This design comes from an exercise in tuning for small area and a short achievable clock period on the open sky130 flow, not from production work. Power is estimated from default activity; no workload was simulated.

==> flow/design.v <==
`timescale 1ns/1ns
module fifo(clock,reset,pin,sin,din,pout,dout, TM, SI, S0);
input clock,reset;
input pin, sin;
input [8:0] din;
output pout;
output [8:0] dout;
output S0;
input TM, SI;
reg [4:0]   memw, memr;    
reg         ne;            
reg         full;          
reg [8:0]   dq;            
reg [287:0] mem;           
assign pout = ne;
assign S0   = memw[4];
assign dout = dq;
wire write = pin & ~full;
wire pop   = ~sin & ne;
wire [4:0] r1 = memr + 5'd1;
wire [4:0] wt = {memw[3:0], memr[4]};       
wire one    = (memw == r1);                   
wire thirty = ((memw + 5'd2) == memr);        
wire tne0   = (wt != {memr[3:0], 1'b0});
wire tne1   = (wt != {memr[3:0], 1'b1});
wire tfu0   = ((wt + 5'd1) == {memr[3:0], 1'b0});
wire tfu1   = ((wt + 5'd1) == {memr[3:0], 1'b1});
wire tby0   = (memw == {memr[3:0], 1'b0});
wire tby1   = (memw == {memr[3:0], 1'b1});
wire [31:0] wdec = 32'd1 << memw;
integer i;
always @(posedge clock)
  for (i = 0; i < 32; i = i + 1)
    if (write & wdec[i]) mem[9*i +: 9] <= din;
wire [7:0] hn, ht;                   
wire [3:0] ln, lt;                   
genvar e, b;
generate
  for (e = 0; e < 8; e = e + 1) begin : g_hi
    assign hn[e] = (memr[4:2] == e);
    assign ht[e] = (memr[3:1] == e);
  end
  for (e = 0; e < 4; e = e + 1) begin : g_lo
    assign ln[e] = ~TM & (memr[1:0] == e);
    assign lt[e] = TM & ({memr[0], SI} == e);
  end
endgenerate
wire [31:0] sel;
generate
  for (e = 0; e < 32; e = e + 1) begin : g_sel
    fifo_ao22 u (.a1(hn[((e + 31) % 32) / 4]), .a2(ln[(e + 31) % 4]),
                 .b1(ht[e / 4]),               .b2(lt[e % 4]),
                 .x(sel[e]));
  end
endgenerate
wire [8:0] rd;
generate
  for (b = 0; b < 9; b = b + 1) begin : g_rd
    wire [3:0] g;
    for (e = 0; e < 4; e = e + 1) begin : g_grp
      wire [7:0] m;
      genvar k;
      for (k = 0; k < 8; k = k + 1) begin : g_m
        assign m[k] = mem[9*(8*e+k)+b];
      end
      fifo_andor8 u (.s(sel[8*e +: 8]), .m(m), .y(g[e]));
    end
    assign rd[b] = |g;
  end
endgenerate
wire byp = write & (TM ? (SI ? tby1 : tby0) : (pop ? one : ~ne));
always @(posedge clock)
  if (byp | TM | pop) dq <= byp ? din : rd;
always @(posedge clock or posedge reset) begin
  if (reset) begin
    memw <= 5'd0;
    memr <= 5'd0;
    ne   <= 1'b0;
    full <= 1'b0;
  end else if (TM) begin
    memw <= wt;
    memr <= {memr[3:0], SI};
    ne   <= SI ? tne1 : tne0;
    full <= SI ? tfu1 : tfu0;
  end else begin
    memw <= memw + {4'd0, write};
    memr <= memr + {4'd0, pop};
    if (write & ~pop) begin
      ne   <= 1'b1;
      full <= thirty;
    end else if (pop & ~write) begin
      ne   <= ~one;
      full <= 1'b0;
    end
  end
end
endmodule
module fifo_ao22(input a1, a2, b1, b2, output x);
  assign x = (a1 & a2) | (b1 & b2);
endmodule
module fifo_andor8(input [7:0] s, input [7:0] m, output y);
  assign y = |(s & m);
endmodule
clock: 3.5 ns
lec_check: 0
cap_margin: 20
core_margin: 2
core_utilization: 55
cts_buf_list: sky130_fd_sc_hd__clkbuf_4 sky130_fd_sc_hd__clkbuf_8
setup_slack_margin: 1.0
slew_margin: 20
synth_hierarchical: 1
run.sh (not shown) runs the stock make flow with config.mk's settings and CLKGATE_MAP_FILE= SYNTH_SCRIPT=/design/flow/synth_recipe.tcl, a recipe that flattens the netlist after the stock synthesis.
Next try:
--- a/flow/design.v
+++ b/flow/design.v
@@ -7,26 +7,23 @@
 output [8:0] dout;
 output S0;
 input TM, SI;
 reg [4:0]   memw, memr;    
 reg         ne;            
-reg         full;          
 reg [8:0]   dq;            
 reg [287:0] mem;           
 assign pout = ne;
 assign S0   = memw[4];
 assign dout = dq;
+wire full  = ((memw + 5'd1) == memr);
 wire write = pin & ~full;
 wire pop   = ~sin & ne;
 wire [4:0] r1 = memr + 5'd1;
 wire [4:0] wt = {memw[3:0], memr[4]};       
 wire one    = (memw == r1);                   
-wire thirty = ((memw + 5'd2) == memr);        
 wire tne0   = (wt != {memr[3:0], 1'b0});
 wire tne1   = (wt != {memr[3:0], 1'b1});
-wire tfu0   = ((wt + 5'd1) == {memr[3:0], 1'b0});
-wire tfu1   = ((wt + 5'd1) == {memr[3:0], 1'b1});
 wire tby0   = (memw == {memr[3:0], 1'b0});
 wire tby1   = (memw == {memr[3:0], 1'b1});
 wire [31:0] wdec = 32'd1 << memw;
 integer i;
 always @(posedge clock)
@@ -74,26 +71,21 @@
 always @(posedge clock or posedge reset) begin
   if (reset) begin
     memw <= 5'd0;
     memr <= 5'd0;
     ne   <= 1'b0;
-    full <= 1'b0;
   end else if (TM) begin
     memw <= wt;
     memr <= {memr[3:0], SI};
     ne   <= SI ? tne1 : tne0;
-    full <= SI ? tfu1 : tfu0;
   end else begin
     memw <= memw + {4'd0, write};
     memr <= memr + {4'd0, pop};
-    if (write & ~pop) begin
-      ne   <= 1'b1;
-      full <= thirty;
-    end else if (pop & ~write) begin
-      ne   <= ~one;
-      full <= 1'b0;
-    end
+    if (write & ~pop)
+      ne <= 1'b1;
+    else if (pop & ~write)
+      ne <= ~one;
   end
 end
 endmodule
 module fifo_ao22(input a1, a2, b1, b2, output x);
   assign x = (a1 & a2) | (b1 & b2);
Effect: The changed run ran to the end with no violations; hold slack gets worse by 11 ps; wire length went up by roughly a tenth; sequential power went down slightly; combinational power went up by well over a third; utilization went up by 3.0 points; sequential share of layout area went down by 2.6 points; power went up by a little under a tenth; maximum frequency went up slightly; first-iteration DRC count went up by a quarter to a third; worst setup slack gets better by 49 ps; clock skew went down by 15 ps; synthesized area went down slightly.
No run of this note included a check of the RTL's function; only the layout flow was run.

port drivers added, routing unchanged:
The results above use ideal ports. As a check the final layouts listed here were re-extracted and re-timed, cells and wires unchanged. Step 1 assumes that a clkbuf_16 drives the clock port and a buf_2 every other input. Step 2 also shifts input and output timing later by t, the mid clock arrival at the registers, as if the neighbouring blocks saw the same clock. Three values: ideal, step 1, step 2; two values: the first two.
run | shift t [ns] | setup WS [ns] | worst setup path after step 2
the first run | 0.613 | 0.583 / 0.583 / 0.143 | input to register
the second run | 0.619 | 0.631 / 0.631 / 0.083 | input to register
After both steps every run listed still meets setup and hold. For the second run, which loses most, drivers alone change the setup slack by 0.000 ns; drivers and shift together by -0.548 ns.
